Context: an optimization exercise on an open-source flow, tuned for small area. The choices shown serve that exercise and are no tape-out recipe. The RTL was checked by simulation tests, not by an equivalence proof against the original design. The flow treats the clock pin as an ideal source, which a real chip does not have. No activity file was given, so power comes from the tool's default toggle rates.

File: flow/flow/run.sh
#!/bin/bash
# Own layout flow: the standard ORFS flow (standard.sh, unchanged synthesis),
# with smaller port buffers, a clock tree without dummy loads built from
# clkbuf_4, and the leaf buffers whose clock pins see a slow slew upsized
# to clkbuf_8 (flow/post_cts.tcl, run at the end of the cts step).
set -euo pipefail
export BUFFER_PORTS_ARGS="-buffer_cell sky130_fd_sc_hd__buf_1"
export CTS_ARGS="-sink_clustering_enable -repair_clock_nets -dont_use_dummy_load -root_buf sky130_fd_sc_hd__clkbuf_4 -buf_list sky130_fd_sc_hd__clkbuf_4"
export POST_CTS_TCL="$PWD/flow/post_cts.tcl"
bash standard.sh synth     > log_1_synth.log     2>&1
bash standard.sh floorplan > log_2_floorplan.log 2>&1
bash standard.sh place     > log_3_place.log     2>&1
bash standard.sh cts       > log_4_cts.log       2>&1
bash standard.sh route     > log_5_route.log     2>&1
bash standard.sh finish    > log_6_finish.log    2>&1
File: flow/flow/post_cts.tcl
proc fix_clock_leaf_slew { limit } {
  estimate_parasitics -placement
  set n 0
  foreach inst [[ord::get_db_block] getInsts] {
    set m [[$inst getMaster] getName]
    if { $m ne "sky130_fd_sc_hd__clkbuf_4" } { continue }
    set worst 0.0
    foreach it [$inst getITerms] {
      if { ![$it isOutputSignal] } { continue }
      set net [$it getNet]
      if { $net eq "NULL" } { continue }
      foreach sink [$net getITerms] {
        if { [$sink isOutputSignal] } { continue }
        set pin [get_pins [[$sink getInst] getName]/[[$sink getMTerm] getName]]
        set s [get_property $pin slew_max]
        if { $s > $worst } { set worst $s }
      }
    }
    if { $worst > $limit } {
      replace_cell [get_cells [$inst getName]] sky130_fd_sc_hd__clkbuf_8
      incr n
    }
  }
  puts "fix_clock_leaf_slew: upsized $n clock buffers"
  return $n
}

fix_clock_leaf_slew 0.100
set result [catch { detailed_placement } msg]
if { $result != 0 } { error "Detailed placement failed after clock buffer upsizing: $msg" }
check_placement -verbose
File: flow/standard.sh
#!/bin/bash
# synth_recipe.tcl (not shown) runs the flow's synth.tcl, then flattens the netlist and writes it again
# the make line also repeats each setting of config.mk as NAME=value (left out here)
make -C /OpenROAD-flow-scripts/flow DESIGN_CONFIG=/design/flow/config.mk WORK_HOME=/design/flow/orfs CLKGATE_MAP_FILE= SYNTH_SCRIPT=/design/flow/synth_recipe.tcl "${@:-finish}"
File: flow/config.mk
export PLATFORM = sky130hd
export DESIGN_NAME = System
export DESIGN_NICKNAME = System
export VERILOG_FILES = /design/flow/design.v
export SDC_FILE = /design/flow/constraint.sdc
export NUM_CORES = 4
export LEC_CHECK = 0
export CAP_MARGIN = 20
export CORE_MARGIN = 2
export CORE_UTILIZATION = 60
export SLEW_MARGIN = 20
File: flow/constraint.sdc
create_clock -name core_clock -period 10.0 [get_ports {clk}]
set_input_delay 2.0000 -clock core_clock [delete_from_list [all_inputs] [get_ports {clk}]]
set_output_delay 2.0000 -clock core_clock [all_outputs]
set_load 0.01 [all_outputs]
File: flow/design.v
module System(
	clk,
	rst,
	mbed,
	select,
	GreenBlueServoOut,
	RedServoOut,
	BinRecycleServoOut,
	RedBlueServoOut,
	GreenOtherServoOut,
	dispenseBlueLED,
	dispenseComplete,
	dispenseGreenLED,
	dispenseRedLED,
	mainState,
	mbedOutput,
	results,
	sortBlueLED,
	sortComplete,
	sortGreenLED,
	sortRedLED
);
input	clk;
input	rst;
input	[6:0] mbed;
input	[0:0] select;
output	GreenBlueServoOut;
output	RedServoOut;
output	BinRecycleServoOut;
output	RedBlueServoOut;
output	GreenOtherServoOut;
output	[0:0] dispenseBlueLED;
output	[0:0] dispenseComplete;
output	[0:0] dispenseGreenLED;
output	[0:0] dispenseRedLED;
output	[4:0] mainState;
output	[2:0] mbedOutput;
output	[2:0] results;
output	[0:0] sortBlueLED;
output	[0:0] sortComplete;
output	[0:0] sortGreenLED;
output	[0:0] sortRedLED;
wire [15:0] cCntInc, mCntInc;
wire [14:0] mPauseInc, dPauseInc;
wire [16:0] sPauseInc;
wire [13:0] pwmCntInc;
wire [6:0] cIn = select ? 7'b1101110 : mbed;
reg  [6:0] mbD;
reg        selD;
wire       r0;
wire [6:0] cChk = selD ? 7'b1101110 : mbD;	 
reg  [6:0] cOut;	 
reg  [2:0] cMo;
reg        cSCO, cDCO, cRcv;
reg  [15:0] cCnt;
wire cChg  = cChk != cIn;
wire cWrap = (cCnt & 16'd50000) == 16'd50000;	 
wire sCmp, dCmp;
always @(posedge clk)
	if (rst) begin
		cOut[0] <= 1'b0;
		cOut[4] <= 1'b0;
		cMo  <= 3'd0;
		cSCO <= 1'b0;
		cDCO <= 1'b0;
		cRcv <= 1'b0;
		cCnt <= 16'd0;
	end else begin
		cOut[0] <= cChk[0];
		cOut[4] <= cChk[4];
		cMo  <= {cDCO, cSCO, cRcv};
		cSCO <= ~cChg & (cSCO | sCmp);
		cDCO <= ~cChg & (cDCO | dCmp);
		if (cChg)
			cRcv <= 1'b1;
		else if (cWrap)
			cRcv <= 1'b0;
		cCnt <= (cWrap & ~cChg) ? 16'd0 : cCntInc;
	end
wire [6:0] mIn = select ? mbed : 7'b0111111;
wire [5:0]  mY = selD ? mbD[5:0] : {6{~r0}};	 
reg         mChg;	 
wire        mStart = selD & mbD[6];
reg  [4:0]  mR;		 
reg  [4:0]  mState;
reg  [14:0] mPause;
reg  [15:0] mCnt;
reg         mRcv, mCmp;
reg  [1:0]  mRes;
reg         mAct;	 
reg  [1:0]  mRB;	 
reg  [2:0]  mGO;	 
reg  [1:0]  mBR;	 
reg  [1:0]  mRd;	 
reg  [1:0]  mGB;	 
wire [4:0] mEnc  = (~mY[5] & (~mY[4] | (~mY[3] & ~mY[2] & ~(mY[1] & mY[0])))) ? mY[4:0] : 5'd0;
wire       mWrap = (mCnt & 16'd50000) == 16'd50000;	 
wire       mHit  = (mPause & 15'd25000) == 15'd25000;	 
wire       mIdle = mState == 5'd0;
wire       mSortSt = mState == 5'd1;
wire       mDispSt = (mState == 5'd2) | (mState == 5'd3) | (mState == 5'd4);
wire       mTestSt = ~mIdle & ~mSortSt & ~mDispSt;
wire       mEnd    = mState == 5'd18;
wire       mDone   = mStart & ((mSortSt & sCmp) | (mDispSt & dCmp) | (mTestSt & mHit));
wire       mSS = mAct & mSortSt;
wire       mDS = mAct & mDispSt;
wire [2:0] mSortColour = {~mSS, 2'b11};
wire [1:0] mDispense   = {~mDS | mState[2], ~mDS | mState[0]};
always @(posedge clk)
	if (rst) begin
		mChg   <= 1'b0;
		mR     <= 5'd0;
		mState <= 5'd0;
		mPause <= 15'd0;
		mCnt   <= 16'd0;
		mRcv   <= 1'b0;
		mCmp   <= 1'b0;
		mRes   <= 2'd0;
		mAct   <= 1'b0;
		mRB    <= 2'd0;
		mGO    <= 3'd0;
		mBR    <= 2'd0;
		mRd    <= 2'd0;
		mGB    <= 2'd0;
	end else begin
		mChg   <= mIn[5:0] != mY;
		mRes   <= {mCmp, mRcv};
		if (mChg)
			mRcv <= 1'b1;
		else if (mWrap)
			mRcv <= 1'b0;
		mCnt <= (mWrap & ~mChg) ? 16'd0 : mCntInc;
		mPause <= (mStart & mTestSt & mHit) ? 15'd0 : mPauseInc;
		if (mDone)
			mCmp <= 1'b1;
		else if (mChg)
			mCmp <= 1'b0;
		if (mStart & mIdle & (mR != 5'd0))
			mR <= 5'd0;
		else if (mChg)
			mR <= mEnc;
		if (mStart) begin
			if (mIdle)
				mState <= mR;
			else if (mDone)
				mState <= 5'd0;
			if (mSortSt) mAct <= ~sCmp;
			if (mDispSt) mAct <= ~dCmp;
			case (mState)
				5'd5:  mRB <= 2'd1;
				5'd6:  mRB <= 2'd2;
				5'd7:  mRB <= 2'd3;
				5'd8:  mGO <= 3'b110;
				5'd9:  mGO <= 3'b100;
				5'd10: mGO <= 3'b101;
				5'd11: mBR <= 2'b11;
				5'd12: mBR <= 2'b10;
				5'd13: mRd <= 2'b11;
				5'd14: mRd <= 2'b10;
				5'd15: mGB <= 2'd1;
				5'd16: mGB <= 2'd2;
				5'd17: mGB <= 2'd3;
				5'd18: begin
					mRB <= mHit ? 2'd0 : 2'd2;
					mGO <= mHit ? 3'b000 : 3'b111;
					mBR <= mHit ? 2'b00 : 2'b10;
					mRd <= mHit ? 2'b00 : 2'b10;
					mGB <= mHit ? 2'd0 : 2'd2;
				end
				default: ;
			endcase
		end
	end
wire       sStart = select ? mSS : cOut[0];
wire [2:0] sCol   = select ? mSortColour : cOut[3:1];
reg  [2:0]  sChk;
reg         sUsed;
reg         sCmpR;
reg  [2:0]  sC;		 
reg  [1:0]  sPh;	 
reg  [16:0] sPause;
reg         sBR;	 
wire [2:0] sReg  = sUsed ? 3'b111 : sChk;
wire       sIdle = sPh == 2'd0;
wire       sTake = sStart & sIdle & ~(sReg[2] & sReg[1]);
wire       sP    = |sPause;
wire       sLift = sC[2] & sC[0];		 
wire       sBin  = (sC == 3'd3) | (sC == 3'd4);	 
wire       sLast = (sPh == 2'd3) | ((sPh == 2'd2) & ~sC[2] & ~(sC[1] & sC[0]));
wire m5000   = (sPause & 17'd5000)   == 17'd5000;
wire m10000  = (sPause & 17'd10000)  == 17'd10000;
wire m20000  = (sPause & 17'd20000)  == 17'd20000;
wire m100000 = (sPause & 17'd100000) == 17'd100000;
reg        sHit;
always @* begin
	case (sPh)
		2'd1: sHit = sLift ? m100000 : m20000;
		2'd2: sHit = sLift ? m10000 : sBin ? m20000 : m5000;
		default: sHit = sLift ? m100000 : m5000;
	endcase
end
always @(posedge clk)
	if (rst) begin
		sUsed  <= 1'b0;
		sCmpR  <= 1'b0;
		sPh    <= 2'd0;
		sPause <= 17'd0;
		sBR    <= 1'b0;
	end else begin
		sPause <= (sStart & ~sIdle & sHit) ? 17'd0 : sPauseInc;
		if (sTake)
			sUsed <= 1'b1;
		else if (sCol != sChk)
			sUsed <= 1'b0;
		if (sStart & ~sIdle & sHit & sLast)
			sCmpR <= 1'b1;
		else if (sCol != sChk)
			sCmpR <= 1'b0;
		if (sStart) begin
			if (sIdle) begin
				if (sTake)
					sPh <= 2'd1;
			end else if (sHit)
				sPh <= sLast ? 2'd0 : sPh + 1'b1;
			if (sPh == 2'd1 && sC == 3'd3) sBR <= 1'b1;
			if (sPh == 2'd2 && sC == 3'd3 && sHit) sBR <= 1'b0;
			if (sPh == 2'd1 && sC == 3'd4) sBR <= 1'b0;
			if (sPh == 2'd2 && sC == 3'd4 && sHit) sBR <= 1'b1;
		end
	end
always @(posedge clk)
	if (sTake) sC <= sReg;
assign sCmp = sCmpR;
wire sRun1 = (sPh == 2'd1) & sP;	 
wire sLit  = sRun1 | (sPh == 2'd2);
assign sortRedLED   = sLit & (sC == 3'd0);
assign sortGreenLED = sLit & (sC == 3'd1);
assign sortBlueLED  = sLit & (sC == 3'd2);
assign sortComplete = sCmpR;
wire       dStart = select ? mDS : cOut[4];
wire [1:0] dCol   = select ? mDispense : cOut[6:5];
reg  [1:0]  dChk;
reg         dUsed;
reg         dCmpR;
reg  [1:0]  dC;		 
reg  [1:0]  dPh;	 
reg  [14:0] dPause;
wire [1:0] dReg  = dUsed ? 2'b11 : dChk;
wire       dIdle = dPh == 2'd0;
wire       dTake = dStart & dIdle & ~(dReg[1] & dReg[0]);
wire       dP    = |dPause;
wire       dRed  = dC == 2'd0;
wire       dLast = dPh == 2'd3;
reg        dHit;
always @* begin
	case (dPh)
		2'd1:    dHit = dRed | ((dPause & 15'd15000) == 15'd15000);
		2'd2:    dHit = dRed ? ((dPause & 15'd30000) == 15'd30000)
		                     : ((dPause & 15'd20000) == 15'd20000);
		default: dHit = (dPause & 15'd20000) == 15'd20000;
	endcase
end
always @(posedge clk)
	if (rst) begin
		dUsed  <= 1'b0;
		dCmpR  <= 1'b0;
		dPh    <= 2'd0;
		dPause <= 15'd0;
	end else begin
		dPause <= (dStart & ~dIdle & dHit) ? 15'd0 : dPauseInc;
		if (dTake)
			dUsed <= 1'b1;
		else if (dCol != dChk)
			dUsed <= 1'b0;
		if (dStart & ~dIdle & dHit & dLast)
			dCmpR <= 1'b1;
		else if (dCol != dChk)
			dCmpR <= 1'b0;
		if (dStart) begin
			if (dIdle) begin
				if (dTake)
					dPh <= 2'd1;
			end else if (dHit)
				dPh <= dPh + 1'b1;	 
		end
	end
always @(posedge clk)
	if (dTake) dC <= dReg;
always @(posedge clk) begin
	{cOut[6:5], cOut[3:1]} <= {cChk[6:5], cChk[3:1]};
	mbD  <= rst ? 7'd0 : mbed;
	selD <= ~rst & select;
	sChk <= sCol;
	dChk <= dCol;
end
assign dCmp = dCmpR;
wire dLit = ((dPh == 2'd1) & dP) | dPh[1];	 
assign dispenseRedLED   = dRed & dPh[1];
assign dispenseGreenLED = (dC == 2'd1) & dLit;
assign dispenseBlueLED  = (dC == 2'd2) & dLit;
assign dispenseComplete = dCmpR;
assign mainState  = mState;
assign results    = {1'b0, mRes};
assign mbedOutput = select ? {1'b0, mRes} : cMo;
wire [1:0] nRB = (sRun1 & sC == 3'd0) ? 2'd1 : (sRun1 & sC == 3'd2) ? 2'd3 : 2'd2;
wire [1:0] nGO = (sRun1 & sC == 3'd1) ? 2'd1 : (sRun1 & sBin) ? 2'd2 : 2'd0;
wire       nBR = sBR;
wire       nRD = dRed & (dPh == 2'd2);
wire       gbA = ~dRed & (((dPh == 2'd1) & dP) | ((dPh == 2'd2) & ~dP));
wire       gbB = ~dRed & (((dPh == 2'd2) & dP) | ((dPh == 2'd3) & ~dP));
wire [2:0] nGB = {(gbA & dC[1]) | (gbB & ~dC[1]), gbA | (gbB & dC[1]), gbB & dC[1]};
wire [1:0] eRB = (mRB == 2'd0) ? nRB : mRB;
wire [1:0] eGO = mGO[2] ? mGO[1:0] : nGO;
wire       eBR = mBR[1] ? mBR[0] : nBR;
wire       eRD = mRd[1] ? mRd[0] : nRD;
wire [2:0] eGB = (mGB == 2'd0) ? nGB : {1'b0, mGB};
reg  [13:0] pwmCnt;
reg         pwmRun;	 
reg  [1:0]  pRB, pGO;
reg         pBR, pRD;
reg  [2:0]  pGB;
reg         oRB, oGO, oBR, oRD, oGB;
wire [11:0] pc = pwmCnt[13:2];
assign r0 = ~pwmRun & (pwmCnt[1:0] == 2'd0);	 
wire pcZ = pc == 12'd0;
wire k0  = pcZ & (pwmCnt[1:0] == 2'd0);
wire k2  = pcZ & (pwmCnt[1:0] == 2'd2);
reg eRBq, eGOq, eBRq, eRDq, eGBq;
always @* begin
	case (pRB)
		2'd1: eRBq = &{pc[9], pc[5:3], pc[1]};		 
		2'd3: eRBq = &{pc[7], pc[5:3], pc[0]};		 
		default: eRBq = &{pc[8], pc[6:5], pc[1:0]};	 
	endcase
	case (pGO)
		2'd0: eGOq = &{pc[8], pc[6], pc[4], pc[2]};	 
		2'd1: eGOq = &{pc[6], pc[2:1]};			 
		2'd2: eGOq = &{pc[9], pc[5:4]};			 
		default: eGOq = &{pc[8], pc[6:5], pc[1:0]};	 
	endcase
	eBRq = pBR ? &{pc[8], pc[6], pc[4:1]}		 
	           : &{pc[9], pc[6], pc[2]};		 
	eRDq = pRD ? &{pc[7:6], pc[3]}			 
	           : &{pc[8:7], pc[5:3]};		 
	case (pGB)
		3'b010: eGBq = &{pc[8], pc[6:5], pc[1:0]};	 
		3'b100: eGBq = &{pc[9], pc[6], pc[3:1]};	 
		3'b110: eGBq = &{pc[8:7], pc[3], pc[1:0]};	 
		3'b011: eGBq = &{pc[3], pc[1]};			 
		3'b001: eGBq = &{pc[9], pc[5], pc[2:1]};	 
		default: eGBq = &{pc[8], pc[6:4], pc[2:0]};	 
	endcase
end
always @(posedge clk)
	if (rst) begin
		pwmCnt <= 14'd0;
		pwmRun <= 1'b0;
		oRB <= 1'b0;
		oGO <= 1'b0;
		oBR <= 1'b0;
		oRD <= 1'b0;
		oGB <= 1'b0;
	end else begin
		pwmCnt <= pwmCntInc;
		pwmRun <= pwmRun | k2;
		oRB <= (k0 & pwmRun) | (k2 & ~pwmRun) | (oRB & ~eRBq);
		oGO <= (k0 & pwmRun) | (k2 & ~pwmRun) | (oGO & ~eGOq);
		oBR <= (k0 & pwmRun) | (k2 & ~pwmRun) | (oBR & ~eBRq);
		oRD <= (k0 & pwmRun) | (k2 & ~pwmRun) | (oRD & ~eRDq);
		oGB <= (k0 & pwmRun) | (k2 & ~pwmRun) | (oGB & ~eGBq);
	end
always @(posedge clk)
	if (k2) begin
		pRB <= eRB;
		pGO <= eGO;
		pBR <= eBR;
		pRD <= eRD;
		pGB <= eGB;
	end
assign RedBlueServoOut    = oRB;
assign GreenOtherServoOut = oGO;
assign BinRecycleServoOut = oBR;
assign RedServoOut        = oRD;
assign GreenBlueServoOut  = oGB;
rippleInc #(16) u_cCnt  (.q(cCnt),   .ci(~cChg),               .s(cCntInc));
rippleInc #(16) u_mCnt  (.q(mCnt),   .ci(~mChg),               .s(mCntInc));
rippleInc #(15) u_mPause(.q(mPause), .ci(mStart & mTestSt),    .s(mPauseInc));
rippleInc #(17) u_sPause(.q(sPause), .ci(sStart & ~sIdle),     .s(sPauseInc));
rippleInc #(15) u_dPause(.q(dPause), .ci(dStart & ~dIdle),     .s(dPauseInc));
rippleInc #(14) u_pwm   (.q(pwmCnt), .ci(1'b1),                .s(pwmCntInc));
endmodule
module rippleInc #(parameter W = 8) (q, ci, s);
input  [W-1:0] q;
input          ci;
output [W-1:0] s;
wire   [W:0]   c;
assign c[0] = ci;
genvar i;
generate
	for (i = 0; i < W; i = i + 1) begin : g
		assign s[i]   = q[i] ^ c[i];
		assign c[i+1] = q[i] & c[i];
	end
endgenerate
endmodule
==> impl_metrics.ini, run 1 <==
[logic_synthesis]
synth_edf_count = 14
synth_top_family_by_area = simple AND/OR/NAND/NOR gates
yosysTopAreaCellShare_pct = 39.47
async_reset_ff_share_pct = 0
syn_area_per_cell_um2 = 9.921
synth_xor_area_share_pct = 1.931
synthAdderAreaFrac_pct = 14.71
ys_types = 73
yosysSeqAreaShare_pct = 44.62
synth-simple-area-share_pct = 22.40
ys.flop_type = dfxtp_1
yosysWarnings = 1
ys_ff_latch = 175
synth_area_leaders = dfxtp_1, ha_1, and2_1
synth_nets = 929
synth_area_leader_cell = dfxtp_1
muxShareOfSynthArea_pct = 1.318
syn_area_mm2 = 0.008165
synth_compound_area_share_pct = 11.88
synthCells = 823

[outcome]
status = timing/DRC/antenna clean

[worst_hold_path]
min-delay-start = cOut[2]
hold_path_class = flip-flop to flip-flop
hold_end = sChk[1]
whs_path_depth = 1

[clock_tree]
worst_skew_pair.late_latency_ns = 0.45
clock-sinks = 175
cts_tree = yes
path_clk_slew_ns = 0.09

[die]
die_x_um = 120.7
num_rows = 42
start_util_pct = 61.66
ios = 34
core-area_mm2 = 0.01324
dieArea_mm2 = 0.01456
die_y_um = 120.7

[global_routing]
track_usage_pct = 22.65
overflow = 0
grt_pass1_wl_um = 26660
grt_max_degree = 73
grt_pass1_vias = 5745
antenna_found_initial = 0

[setup_path]
crit_path_frequent_cell = ha_1
cp.required_ns = 10.28
slowest_delay_ns = 0.30
crit_chain = buf_1 > buf_4 > nor2b_1 > a41o_1 > nand2b_1 > inv_1 > ha_1 > ha_1 > ha_1 > ha_1 > ha_1 > ha_1 > ha_1 > ha_1 > ha_1 > ha_1 > ha_1 > ha_1 > ha_1 > ha_1 > ha_1 > ha_1 > xnor2_1 > nor3_1
ff2ff_setup_slack_ns = 5.25
timing.rr.start = mState[1]
r2r_end = sPause[16]
arrival_ns = 6.09
startpoint_type = primary input
cpMaxStageDelayCell = buf_4
cp_max_fo = 31
crit_path_start = select[0]
path_class = primary input to flip-flop
crit_path_end_kind = flip-flop
reg2reg_depth = 22

[layout]
fin_util_pct = 64.81
seq_area_mm2 = 0.003643
antenna_cells = 0
multi_input_area_mm2 = 0.004269
area_growth_pct = 5.118
layout_commonest_cell = dfxtp_1
layout_common_cells = dfxtp_1, ha_1, and2_1
final_cell_area_mm2 = 0.008583
nFillCells = 1147
fin_cells = 1021
drive_above_1_share_pct = 6.391
fin_nets = 953

[power]
design_power_total_mw = 1.144
leakagePower_nw = 3.730
vdd_drop_max_mv = 0.1140
powerDensity_mw_per_mm2 = 133.3

[timing]
tightest_slew_ns = 0.9101
finalWorstSetupSlack_ns = 4.190
max_freq_ghz = 0.1721
rsz0062_at_grt = no
finalMaxSlewViolations = 0
setup_violations = 0
relSlewSlack_pct = 38.53
period_share_pct = 58.10
fin_crit_ns = 5.810
finalHoldViolCount = 0
setup_tns_ns = 0
skew_ns = 0.03316
hold_ws_ns = 0.4208

[place]
dp.cells = 1004
dp_slack_ns = 3.735
portBuffers = 32
hpwl_um = 11130
place_area_mm2 = 0.008374
gp_congestion = 0.8391

[drt]
drcViolationCount = 0
totalWireLength_um = 15120
detail-route-antenna-nets = 0
drt_iter0_markers = 282
viasPerCell = 5.739
wl_per_cell_um = 14.81
route.vias.total = 5860
first_pass_iters = 5

[job]
cap_violations = 0
-- registers in the layout, indices dropped and copies added, names as in the netlist, 5 cells and up --
name	cells
mState	5
dPause	15
sPause	17
mCnt	16
cOut	7
mR	5
pwmCnt	14
mbD	7
cCnt	16
mPause	15
-- synthesized netlist by cell type (all sizes together) (6+ instances only) --
library cell / instances
dfxtp: 161
ha: 96
and2: 86
nor2: 54
nor2b: 39
a21oi: 38
nand2: 38
inv: 28
o21ai: 27
nor3: 22
clkbuf: 15
or2: 15
buf: 14
edfxtp: 14
nand3: 13
nor4: 12
a211oi: 11
nand4: 11
xnor2: 9
xor2: 9
a22oi: 8
a31oi: 6
mux2: 6
nand2b: 6
o21a: 6
-- final cells by class --
type | instances | share of cell area, %
well taps | 176 | 2.566
inverters | 28 | 1.224
flip-flops and latches | 175 | 42.45
clock buffers | 17 | 2.434
repair buffers | 34 | 1.589
multi-input cells | 591 | 49.74
-- worst max-delay path: cells and delay by family --
family | cells | cell delay [ns]
AND/OR/NAND/NOR | 3 | 0.33
AO/OA/AOI/OAI | 1 | 0.30
XOR/XNOR | 1 | 0.13
adder cells (fa/ha/maj) | 16 | 2.90
buffers and inverters | 3 | 0.42
-- how the worst max path moves through the flow --
| stage | endpoint | slack (ns) | cells after the start |
|---|---|---|---|
| finish | sPause[16] | 4.19 | 24 |
| global route | sPause[16] | 3.94 | 24 |
| detailed placement | sPause[16] | 3.73 | 24 |
| global placement | cCnt[15] | 3.89 | 23 |
| floorplan | cCnt[15] | 4.10 | 23 |
-- where the power goes --
part	internal, mW	switching [mW]
Combinational	0.0283	0.0446
Clock	0.134	0.205
Sequential	0.721	0.0119
-- routing by layer --
layer | up-vias | track usage, % | share of wire, %
li1 | 2954 | - | -
met1 | 2762 | 29.26 | 47
met2 | 121 | 37.43 | 47
met3 | 23 | 5.566 | 4.0
met4 | 0 | 7.049 | 1.5
met5 | - | 0 | 0
-- cell families (layout without fill, tap and decap cells) --
group                      after synthesis  after routing
xor gates and xnor gates                18             18
muxes                                   10             10
other                                    1              1
and+or+nand+nor                        325            325
AOI/OAI and AO/OA                      141            141
buffers and inverters                   57             79
adders and majority gates               96             96
DFF                                    175            175
==> run 2: changes to the inputs <==
--- a/flow/config.mk
+++ b/flow/config.mk
@@ -7,5 +7,6 @@
 export LEC_CHECK = 0
 export CAP_MARGIN = 20
 export CORE_MARGIN = 2
-export CORE_UTILIZATION = 60
+export CORE_UTILIZATION = 75
+export PLACE_DENSITY = 0.9
 export SLEW_MARGIN = 20
==> run 2 against run 1 <==
Cell count is 3.5% lower. First-iteration DRC count is 70% higher. Area after synthesis stayed put. Fmax is 1.3% lower. Final area is 0.67% lower. Count of clock-buffer cells in the layout stayed put. Via count is 3.5% higher. Critical path type unchanged. Still clean on timing, DRC and antenna.
==> impl_metrics.ini, run 2 <==
[global_routing]
track_usage_pct = 28.34
antenna_found_initial = 0
grt_pass1_wl_um = 26060
grt_max_degree = 73
grt_pass1_vias = 5814
overflow = 0

[logic_synthesis]
yosysWarnings = 1
synthCells = 823
async_reset_ff_share_pct = 0
yosysSeqAreaShare_pct = 44.62
synth_area_leaders = dfxtp_1, ha_1, and2_1
synth_nets = 929
ys_ff_latch = 175
syn_area_per_cell_um2 = 9.921
yosysMostFrequentCell = dfxtp_1
synth_edf_count = 14
synth_area_leader_cell = dfxtp_1
synthTopCellsByCount = dfxtp_1, ha_1, and2_1, nor2_1, nor2b_1
ys.flop_type = dfxtp_1
ys_types = 73
syn_area_mm2 = 0.008165
yosysTopAreaCellShare_pct = 39.47

[clock_tree]
path_clk_slew_ns = 0.10
worst_skew_pair.late_latency_ns = 0.45
clock-sinks = 175
cts_tree = yes

[timing]
finalMaxSlewViolations = 0
tightest_slew_ns = 0.8809
max_freq_ghz = 0.1698
finalHoldViolCount = 0
setup_tns_ns = 0
relSlewSlack_pct = 40.51
skew_ns = 0.03394
fin_crit_ns = 5.888
rsz0062_at_grt = no
setup_violations = 0
period_share_pct = 58.88

[layout]
fin_util_pct = 79.34
seq_area_mm2 = 0.003643
largest_reg_flops = 17
multi_input_area_mm2 = 0.004269
antenna_cells = 0
layout_commonest_cell = dfxtp_1
drive_above_1_share_pct = 6.391
largest_register = sPause
layout_common_cells = dfxtp_1, ha_1, and2_1
area_growth_pct = 4.413
fin_cells = 985
reg_top3 = sPause x17, cCnt x16, mCnt x16
fin_nets = 953
nFillCells = 718

[job]
cap_violations = 0

[drt]
totalWireLength_um = 15860
route.vias.total = 6066
wl_per_cell_um = 16.10
viasPerCell = 6.158
drt_iter0_markers = 480
detail-route-antenna-nets = 0
drcViolationCount = 0
first_pass_iters = 6

[setup_path]
startpoint_type = primary input
path_class = primary input to flip-flop
arrival_ns = 6.23
cp.required_ns = 10.34
cp_max_fo = 7
ff2ff_setup_slack_ns = 5.20
crit_path_end_kind = flip-flop

[power]
vdd_drop_max_mv = 0.1239
powerDensity_mw_per_mm2 = 133.2
leakagePower_nw = 3.725

[place]
portBuffers = 32
dp.cells = 968
hpwl_um = 11560
gp_congestion = 0.9076

[die]
num_rows = 38
die_y_um = 108.3
ios = 34
core-area_mm2 = 0.01075
dieArea_mm2 = 0.01174
die_x_um = 108.3
start_util_pct = 75.99

[outcome]
status = timing/DRC/antenna clean

[worst_hold_path]
hold_path_class = flip-flop to flip-flop
-- run 2: cell counts after synthesis --
No cell type changed its count.
-- run 2: worst max-delay path: stages --
cell and delay [ns]:
buf_1 0.27, xnor2_1 0.13, a21oi_1 0.15, o32ai_1 0.09
nand4_1 0.19, inv_2 0.07, ha_1 0.19, ha_1 0.20
ha_1 0.20, ha_1 0.20, ha_1 0.21, ha_1 0.22
ha_1 0.20, ha_1 0.20, ha_1 0.22, ha_1 0.22
ha_1 0.20, ha_1 0.19, ha_1 0.20, ha_1 0.20
ha_1 0.20, xor2_1 0.13, and2_1 0.14
-- run 2: layout make-up --
type,instances,area share [%]
flip-flops and latches,175,42.74
clock buffers,17,2.304
repair buffers,34,1.600
multi-input cells,591,50.07
well taps,140,2.055
inverters,28,1.233
-- run 2: kinds of logic after synthesis --
group	share of synthesized area, %
compound gates	11.88
mux	1.318
simple gates	22.40
other cells	0.04593
flops	44.62
xor+xnor	1.931
buf+inv	3.095
fa+ha+maj	14.71
-- run 2: layer usage --
layer	vias up	share of wire [%]	wire length, µm	GRT usage (%)
met1	2839	42	6599	32.86
met5	-	0	0	0
met2	243	51	8031	50.36
li1	2943	-	-	-
met3	41	5.9	935	6.510
met4	0	1.9	295	11.72
-- run 2: stage by stage --
step / power (mW) / worst slack [ns] / hold slack [ns] / instance area (µm²)
floorplan: 0.8008 / 4.100 / 0.4019 / 8165
global placement: 0.8162 / 3.914 / 0.4145 / 8329
detailed placement: 0.8210 / 3.670 / 0.4275 / 8329
global route: 1.178 / 3.974 / 0.4571 / 8526
finish: 1.135 / 4.112 / 0.4481 / 8526
-- run 2: worst paths after layout --
check	from	end	cells after the start
worst max-delay path	mbed[5]	cCnt[15]	23
worst min-delay path	cRcv	cMo[0]	1
worst max register to register	mState[1]	sPause[16]	22
worst min register to register	cRcv	cMo[0]	1
-- run 2: where the power goes --
part / total (mW) / internal (mW) / switching (mW)
registers: 0.733 / 0.721 / 0.0121
clock network: 0.329 / 0.125 / 0.204
logic: 0.0731 / 0.0284 / 0.0447
total: 1.14 / 0.875 / 0.261
==> run 3: changes to the inputs <==
--- a/flow/design.v
+++ b/flow/design.v
@@ -150,9 +150,9 @@
 				5'd5:  mRB <= 2'd1;
 				5'd6:  mRB <= 2'd2;
 				5'd7:  mRB <= 2'd3;
-				5'd8:  mGO <= 3'b110;
-				5'd9:  mGO <= 3'b100;
-				5'd10: mGO <= 3'b101;
+				5'd8:  mGO <= 3'b100;
+				5'd9:  mGO <= 3'b101;
+				5'd10: mGO <= 3'b110;
 				5'd11: mBR <= 2'b11;
 				5'd12: mBR <= 2'b10;
 				5'd13: mRd <= 2'b11;
@@ -303,7 +303,7 @@
 assign results    = {1'b0, mRes};
 assign mbedOutput = select ? {1'b0, mRes} : cMo;
 wire [1:0] nRB = (sRun1 & sC == 3'd0) ? 2'd1 : (sRun1 & sC == 3'd2) ? 2'd3 : 2'd2;
-wire [1:0] nGO = (sRun1 & sC == 3'd1) ? 2'd1 : (sRun1 & sBin) ? 2'd2 : 2'd0;
+wire [1:0] nGO = (sRun1 & sC == 3'd1) ? 2'd2 : (sRun1 & sBin) ? 2'd0 : 2'd1;
 wire       nBR = sBR;
 wire       nRD = dRed & (dPh == 2'd2);
 wire       gbA = ~dRed & (((dPh == 2'd1) & dP) | ((dPh == 2'd2) & ~dP));
@@ -333,9 +333,9 @@
 		default: eRBq = &{pc[8], pc[6:5], pc[1:0]};	 
 	endcase
 	case (pGO)
-		2'd0: eGOq = &{pc[8], pc[6], pc[4], pc[2]};	 
-		2'd1: eGOq = &{pc[6], pc[2:1]};			 
-		2'd2: eGOq = &{pc[9], pc[5:4]};			 
+		2'd1: eGOq = &{pc[8], pc[6], pc[4], pc[2]};	 
+		2'd2: eGOq = &{pc[6], pc[2:1]};			 
+		2'd0: eGOq = &{pc[9], pc[5:4]};			 
 		default: eGOq = &{pc[8], pc[6:5], pc[1:0]};	 
 	endcase
 	eBRq = pBR ? &{pc[8], pc[6], pc[4:1]}		 
==> run 3 against run 2 <==
Synthesized cell count shrank 0.73%. Still clean. Via count shrank 0.59%. Core utilization is essentially flat. Largest cell class unchanged. Critical endpoint unchanged. Sequential cell count is the same. Non-clock buffer count is the same. Largest power group unchanged. Setup slack gained 0.10 ns. Clock skew shrank 0.0034 ns. Count of clock-buffer cells in the layout is the same. Area after synthesis is essentially flat. Final area is essentially flat. First-iteration DRC count shrank 8.3%.
==> impl_metrics.ini, run 3 <==
[drt]
totalWireLength_um = 15440
drt_iter0_markers = 440
viasPerCell = 6.172
route.vias.total = 6030
wl_per_cell_um = 15.81
first_pass_iters = 5
detail-route-antenna-nets = 0
drcViolationCount = 0

[logic_synthesis]
ys_ff_latch = 175
async_reset_ff_share_pct = 0
yosysMostFrequentCell = dfxtp_1
synthCells = 817
synthTopCellsByCount = dfxtp_1, ha_1, and2_1, nor2_1
ys_types = 75
synth_area_leaders = dfxtp_1, ha_1, and2_1
yosysSeqAreaShare_pct = 44.60
yosysTopAreaCellShare_pct = 39.45
yosysWarnings = 1
synth_area_leader_cell = dfxtp_1
synth_nets = 923
syn_area_mm2 = 0.008169
syn_area_per_cell_um2 = 9.999
synth_edf_count = 14
ys.flop_type = dfxtp_1

[die]
num_rows = 38
die_y_um = 108.4
start_util_pct = 76.02
dieArea_mm2 = 0.01174
die_x_um = 108.4
ios = 34
core-area_mm2 = 0.01075

[layout]
nFillCells = 692
fin_cells = 977
drive_above_1_share_pct = 8.005
reg_top3 = sPause x17, cCnt x16, mCnt x16
fin_util_pct = 79.32
antenna_cells = 0
fin_nets = 945
largest_reg_flops = 17
largest_register = sPause
final_cell_area_mm2 = 0.008523
layout_common_cells = dfxtp_1, ha_1, and2_1
layout_commonest_cell = dfxtp_1
area_growth_pct = 4.334

[power]
power_frac_seq_pct = 64.2
pwr-share-clk_pct = 29.4
leakagePower_nw = 3.726
design_power_total_mw = 1.140
powerDensity_mw_per_mm2 = 133.8
vdd_drop_max_mv = 0.1235
intPower_uw = 877.6
power_switching_share_pct = 23.05
power_frac_comb_pct = 6.4
p_switching_uw = 262.8

[setup_path]
arrival_ns = 6.12
cp.required_ns = 10.33
path_class = primary input to flip-flop
crit_path_end_kind = flip-flop
startpoint_type = primary input
cp_max_fo = 6

[timing]
setup_violations = 0
finalWorstSetupSlack_ns = 4.212
finalMaxSlewViolations = 0
tightest_slew_ns = 0.9527
rsz0062_at_grt = no
fin_crit_ns = 5.788
max_freq_ghz = 0.1728
skew_ns = 0.03053
relSlewSlack_pct = 35.65
finalHoldViolCount = 0
period_share_pct = 57.88
setup_tns_ns = 0
hold_ws_ns = 0.4387

[place]
dp_slack_ns = 3.749
place_area_mm2 = 0.008320
portBuffers = 32
gp_congestion = 0.9068
hpwl_um = 11270
dp.cells = 960

[outcome]
status = timing/DRC/antenna clean

[global_routing]
grt_pass1_vias = 5820
overflow = 0
grt_busiest_layer = met2
grt_util_met3_pct = 6.811
track_usage_pct = 28.22
grt_pass1_wl_um = 26310
use_met2_pct = 48.92
gr-usage-met1_pct = 33.90
grt_max_degree = 80
antenna_found_initial = 0

[clock_tree]
clock-sinks = 175
worst_skew_pair.late_latency_ns = 0.45
path_clk_slew_ns = 0.09
cts_tree = yes

[worst_hold_path]
hold_path_class = flip-flop to flip-flop

[job]
cap_violations = 0
-- run 3: worst paths after layout --
kind / start / to / slack [ns] / cells after the start
max reg2reg: mState[1] / sPause[16] / 5.34 / 21
min reg2reg: cOut[1] / sChk[0] / 0.44 / 1
max: mbed[5] / cCnt[15] / 4.21 / 22
min: cOut[1] / sChk[0] / 0.44 / 1
-- run 3: power by group through the flow --
stage	combinational [mW]	sequential [mW]	clock, mW
finish	0.0732	0.732	0.335
global placement	0.0685	0.747	0
detailed placement	0.0723	0.748	0
floorplan	0.0569	0.745	0
global route	0.0822	0.734	0.368
-- run 3: metal layers --
layer / vias to the layer above / part of all wire, % / routed length, µm
li1: 2933 / - / -
met1: 2888 / 44 / 6807
met2: 178 / 49 / 7602
met3: 31 / 4.8 / 744
met4: 0 / 1.9 / 289
met5: - / 0 / 0
-- run 3: cell families after synthesis --
logic type      share of synthesized area [%]
simple gates                            22.12
flops                                   44.60
compound gates                          11.75
fa+ha+maj                               14.70
buf+inv                                 3.155
xor+xnor                                1.930
mux                                     1.700
other cells                           0.04590
-- run 3: final cells by class --
| cell class | count | area (µm²) | share of cell area [%] |
|---|---|---|---|
| clock buffers | 17 | 202.7 | 2.378 |
| inverters | 26 | 97.59 | 1.145 |
| well taps | 140 | 175.2 | 2.055 |
| multi-input cells | 585 | 4268 | 50.07 |
| flip-flops and latches | 175 | 3643 | 42.75 |
| repair buffers | 34 | 136.4 | 1.600 |
-- run 3: critical path: stages --
cell and delay (ns):
buf_1 0.19, and4bb_2 0.26, a21oi_1 0.12, o32ai_1 0.09, and4_4 0.24, ha_1 0.18
ha_1 0.19, ha_1 0.19, ha_1 0.19, ha_1 0.19, ha_1 0.19, ha_1 0.20
ha_1 0.20, ha_1 0.19, ha_1 0.20, ha_1 0.20, ha_1 0.20, ha_1 0.19
ha_1 0.20, ha_1 0.21, xor2_1 0.13, and2_1 0.14

-- what the ideal ports hide --
The results above use ideal ports. As a check the final layouts listed here were re-extracted and re-timed, cells and wires unchanged. Step 1 sets driving cells, clkbuf_16 on the clock port and buf_2 on the other inputs (assumed; they add their load-dependent delay and slew). Step 2 times the ports against the registers' clock, not the clock port: input delays grow and output delays shrink by t, the midpoint of the rising clock arrivals with the driver on. Slacks: no drivers / after step 1 / after step 2; pairs: no drivers / after step 1.
| run | t (ns) | setup WS [ns] | worst hold slack (ns) | slew at the worst register clock pin (ns) | worst slew at a driven data input, ns |
|---|---|---|---|---|---|
| run 1 | 0.472 | 4.190 / 4.205 / 3.733 | 0.421 / 0.421 / 0.421 | 0.10 / 0.10 | 0.03 |
| run 2 | 0.471 | 4.112 / 4.126 / 3.655 | 0.448 / 0.448 / 0.448 | 0.10 / 0.10 | 0.03 |
| run 3 | 0.467 | 4.212 / 4.227 / 3.760 | 0.439 / 0.439 / 0.439 | 0.10 / 0.10 | 0.03 |
After both steps every run listed still meets setup and hold.
